From an optimization exercise on the open Yosys and OpenROAD flow, aimed at small area; shortcuts taken in it are not production practice. Function was checked by simulation only, so behaviour that the tests miss may differ from the original. The clock port is modelled as an ideal driver; clocking choices that lean on that would not hold on a real chip. Power is estimated from default activity; no workload was simulated.

## top
module top (
    input  wire clk,
    input  wire rst,
    input  wire up,
    input  wire down,
    input  wire rx,
    output wire tx,
    output wire pwm
);
clock: 20.0 ns
lec_check: 0
cap_margin: 20
core_margin: 2
core_utilization: 40
place_density: 0.6
slew_margin: 20
standard.sh (not shown) runs the stock make flow with config.mk's settings and CLKGATE_MAP_FILE= SYNTH_SCRIPT=/design/flow/synth_recipe.tcl, a recipe that flattens the netlist after the stock synthesis.
==> flow/flow/run.sh <==
#!/bin/bash
# Standard ORFS flow with two changes: an area-oriented ABC script for
# synthesis (ABC_AREA=1 with flow/abc_area.script), and a clock tree built
# from clkbuf_8 cells without dummy loads.  Everything else is standard.sh.
set -euo pipefail
rm -rf scripts
cp -r "$FLOW_HOME/scripts" scripts
cp flow/abc_area.script scripts/abc_area.script
bash standard.sh SCRIPTS_DIR="$PWD/scripts" ABC_AREA=1 \
  "CTS_ARGS=-sink_clustering_enable -repair_clock_nets -dont_use_dummy_load -buf_list sky130_fd_sc_hd__clkbuf_8" \
  finish > flow.log 2>&1
==> flow/flow/abc_area.script <==
strash
&get -n
&fraig -x
&put
scorr
dc2
dretime
strash
&get -n
&dch -f
&nf
&put
The starting point passed the timing, design-rule and antenna checks.
Next try:
==> flow/run.sh (new file) <==
#!/bin/bash
# synth_recipe.tcl (not shown) runs the flow's synth.tcl, then flattens the netlist and writes it again
# the make line also repeats each setting of config.mk as NAME=value (left out here)
make -C /OpenROAD-flow-scripts/flow DESIGN_CONFIG=/design/flow/config.mk WORK_HOME=/design/flow/orfs CLKGATE_MAP_FILE= SYNTH_SCRIPT=/design/flow/synth_recipe.tcl finish
removed: flow/flow/run.sh
removed: flow/flow/abc_area.script
removed: flow/standard.sh
Maximum frequency rose by 0.49%. Via count rose by 4.4%. Wire length rose by 2.7%. Setup slack is better by 31 ps. Sequential cell count is unchanged. Final cell count rose by 5.3%.

== old ==
Another version of the RTL of top (not shown whole).
Size: about 7 I/O pins, roughly 6800 um2 of cells after synthesis.
Settings: LEC_CHECK=0, CAP_MARGIN=20, CORE_MARGIN=2, CORE_UTILIZATION=40, PLACE_DENSITY=0.6, SLEW_MARGIN=20; clock period 20.0 ns.
==> flow/flow/run.sh <==
#!/bin/bash
# Standard ORFS flow (standard.sh) with three changes:
#  - synthesis maps with an area-oriented ABC script (flow/abc_area.script,
#    selected with ABC_AREA=1);
#  - the clock tree uses clkbuf_4 cells (clkbuf_8 at the root) and no dummy
#    loads;
#  - right after clock tree synthesis, flow/fix_clk.tcl upsizes any clock
#    buffer that drives more than 12 pins to clkbuf_8, to keep clock-pin
#    slews low.
set -euo pipefail
rm -rf scripts
cp -r "$FLOW_HOME/scripts" scripts
cp flow/abc_area.script scripts/abc_area.script
cp flow/fix_clk.tcl scripts/fix_clk.tcl
sed -i 's|^log_cmd clock_tree_synthesis {\*}$cts_args|&\nsource $::env(SCRIPTS_DIR)/fix_clk.tcl|' scripts/cts.tcl
grep -q fix_clk scripts/cts.tcl
bash standard.sh SCRIPTS_DIR="$PWD/scripts" ABC_AREA=1 \
  "CTS_ARGS=-sink_clustering_enable -repair_clock_nets -dont_use_dummy_load -buf_list sky130_fd_sc_hd__clkbuf_4 -root_buf sky130_fd_sc_hd__clkbuf_8" \
  finish > flow.log 2>&1
==> flow/flow/abc_area.script <==
strash
&get -n
&fraig -x
&put
dc2
strash
&get -n
&dch -f
&nf -R 1000
&put
==> flow/flow/fix_clk.tcl <==
# Upsize clock buffers that drive many flip-flops so that every clock pin
# keeps a fast edge.
set db [ord::get_db]
set big [$db findMaster sky130_fd_sc_hd__clkbuf_8]
foreach inst [[ord::get_db_block] getInsts] {
  if {[[$inst getMaster] getName] eq "sky130_fd_sc_hd__clkbuf_4"} {
    set net [[$inst findITerm X] getNet]
    if {$net ne "NULL" && [llength [$net getITerms]] > 12} {
      puts "fix_clk: upsizing [$inst getName] ([llength [$net getITerms]] pins)"
      $inst swapMaster $big
    }
  }
}
The following lists how new was set up differently from old:
--- a/flow/flow/run.sh
+++ b/flow/flow/run.sh
@@ -2 +2 @@
-# Standard ORFS flow (standard.sh) with three changes:
+# Standard ORFS flow (standard.sh) with these changes:
@@ -4 +4,3 @@
-#    selected with ABC_AREA=1);
+#    selected with ABC_AREA=1), and adders are left to ABC instead of being
+#    mapped to half/full-adder cells first (ADDER_MAP_FILE empty);
+#  - port buffers use buf_1;
@@ -6,4 +8,4 @@
-#    loads;
-#  - right after clock tree synthesis, flow/fix_clk.tcl upsizes any clock
-#    buffer that drives more than 12 pins to clkbuf_8, to keep clock-pin
-#    slews low.
+#    loads, and right after clock tree synthesis flow/fix_clk.tcl upsizes
+#    any clock buffer that drives more than 12 pins to clkbuf_8, to keep
+#    clock-pin slews low.
+# The make output goes to flow.log; ORFS writes each step's log under orfs/logs.
@@ -17 +19,2 @@
-bash standard.sh SCRIPTS_DIR="$PWD/scripts" ABC_AREA=1 \
+bash standard.sh SCRIPTS_DIR="$PWD/scripts" ABC_AREA=1 ADDER_MAP_FILE= \
+  "BUFFER_PORTS_ARGS=-buffer_cell sky130_fd_sc_hd__buf_1" \
--- a/flow/flow/abc_area.script
+++ b/flow/flow/abc_area.script
@@ -5,0 +6,21 @@
+balance
+rewrite
+refactor
+balance
+rewrite
+rewrite -z
+balance
+refactor -z
+rewrite -z
+balance
+dc2
+balance
+rewrite
+refactor
+balance
+rewrite
+rewrite -z
+balance
+refactor -z
+rewrite -z
+balance
Results
Sort new and old by worst setup slack desc -> top: old
The period utilization number comes out higher for new vs old.
Cmp new vs old: combinational power lower in new
[new vs old] part of the total power dissipated in the clock network: higher in new
old → new: non-clock buffer count fell by 2, overall routed net length decreased 11%, last weighted congestion value of the routability-driven placer increased by 0.027 relative to the old numbers, worst hold margin lost 14 ps, share of power burned in combinational logic fell by 9.2 points.
Between new and old, it is new whose net load switching power is lower, by 0.043 mW.
NOTE total power draw old->new decreased by more than 10%

Another version of the RTL of top (not shown whole).
For scale: about 140 flip-flops.
Settings: LEC_CHECK=0, CAP_MARGIN=20, CORE_MARGIN=2, CORE_UTILIZATION=40, PLACE_DENSITY=0.6, SLEW_MARGIN=20; clock period 20.0 ns.
==> flow/flow/run.sh <==
#!/bin/bash
# Standard ORFS flow (standard.sh) with these changes:
#  - synthesis maps with an area-oriented ABC script (flow/abc_area.script,
#    selected with ABC_AREA=1), and adders are left to ABC instead of being
#    mapped to half/full-adder cells first (ADDER_MAP_FILE empty);
#  - port buffers use buf_1;
#  - the clock tree uses clkbuf_4 cells (clkbuf_8 at the root) and no dummy
#    loads, and right after clock tree synthesis flow/fix_clk.tcl upsizes
#    any clock buffer that drives more than 12 pins to clkbuf_8, to keep
#    clock-pin slews low.
# The make output goes to flow.log; ORFS writes each step's log under orfs/logs.
set -euo pipefail
rm -rf scripts
cp -r "$FLOW_HOME/scripts" scripts
cp flow/abc_area.script scripts/abc_area.script
cp flow/fix_clk.tcl scripts/fix_clk.tcl
sed -i 's|^log_cmd clock_tree_synthesis {\*}$cts_args|&\nsource $::env(SCRIPTS_DIR)/fix_clk.tcl|' scripts/cts.tcl
grep -q fix_clk scripts/cts.tcl
bash standard.sh SCRIPTS_DIR="$PWD/scripts" ABC_AREA=1 ADDER_MAP_FILE= \
  "BUFFER_PORTS_ARGS=-buffer_cell sky130_fd_sc_hd__buf_1" \
  "CTS_ARGS=-sink_clustering_enable -repair_clock_nets -dont_use_dummy_load -buf_list sky130_fd_sc_hd__clkbuf_4 -root_buf sky130_fd_sc_hd__clkbuf_8" \
  finish > flow.log 2>&1
==> flow/flow/abc_area.script <==
strash
&get -n
&fraig -x
&put
dc2
balance
rewrite
refactor
balance
rewrite
rewrite -z
balance
refactor -z
rewrite -z
balance
dc2
balance
rewrite
refactor
balance
rewrite
rewrite -z
balance
refactor -z
rewrite -z
balance
strash
&get -n
&dch -f
&nf -R 1000
&put
Scripts as last shown in full above: flow/flow/fix_clk.tcl
The starting point finished with timing, DRC and antenna clean.
==> next run, changes <==
--- a/flow/flow/abc_area.script
+++ b/flow/flow/abc_area.script
@@ -26,2 +26,13 @@
 balance
+dc2
+balance
+rewrite
+refactor
+balance
+rewrite
+rewrite -z
+balance
+refactor -z
+rewrite -z
+balance
 strash
@@ -29,3 +40,3 @@
 &dch -f
-&nf -R 1000
+&nf -R 1000 -p -E 20
 &put
The changed run finished with timing, DRC and antenna clean.
Via count is higher by a few percent.
Cell count went down slightly.
Cell area barely changes.
Worst setup slack is better by 460 ps.
Utilization hardly moves.
Synthesized area barely changes.

-- re-timing with driven ports --
No port has a modelled driver above. Below, the same layouts with a new extraction and two added sets of constraints.
Step 1: set_driving_cell puts a clkbuf_16 on clk and a buf_2 on each other input, an assumption about the parent block.
Step 2, shift: input delay + t, output delay - t, t = (earliest + latest rising clock arrival at the registers) / 2. This alone moves slack from input paths to output paths.
Slacks: ideal ports / drivers / drivers and shift; pairs: ideal ports / drivers.
| run | t (ns) | slack for setup (ns) | worst slew at a driven data input, ns |
|---|---|---|---|
| the first run of note 1 | 0.461 | 13.637 / 13.601 / 13.867 | 0.03 |
| the second run of note 1 | 0.460 | 13.668 / 13.622 / 13.435 | 0.05 |
| old | 0.457 | 13.319 / 13.335 / 12.878 | 0.03 |
| new | 0.456 | 13.135 / 13.151 / 12.695 | 0.03 |
| the first run of note 3 | 0.434 | 13.011 / 13.020 / 12.586 | 0.03 |
| the second run of note 3 | 0.431 | 13.468 / 13.480 / 13.049 | 0.03 |
After both steps every run listed still meets setup and hold. The setup slack of old, which loses most, moves by +0.016 ns with the drivers and by -0.441 ns with both steps.
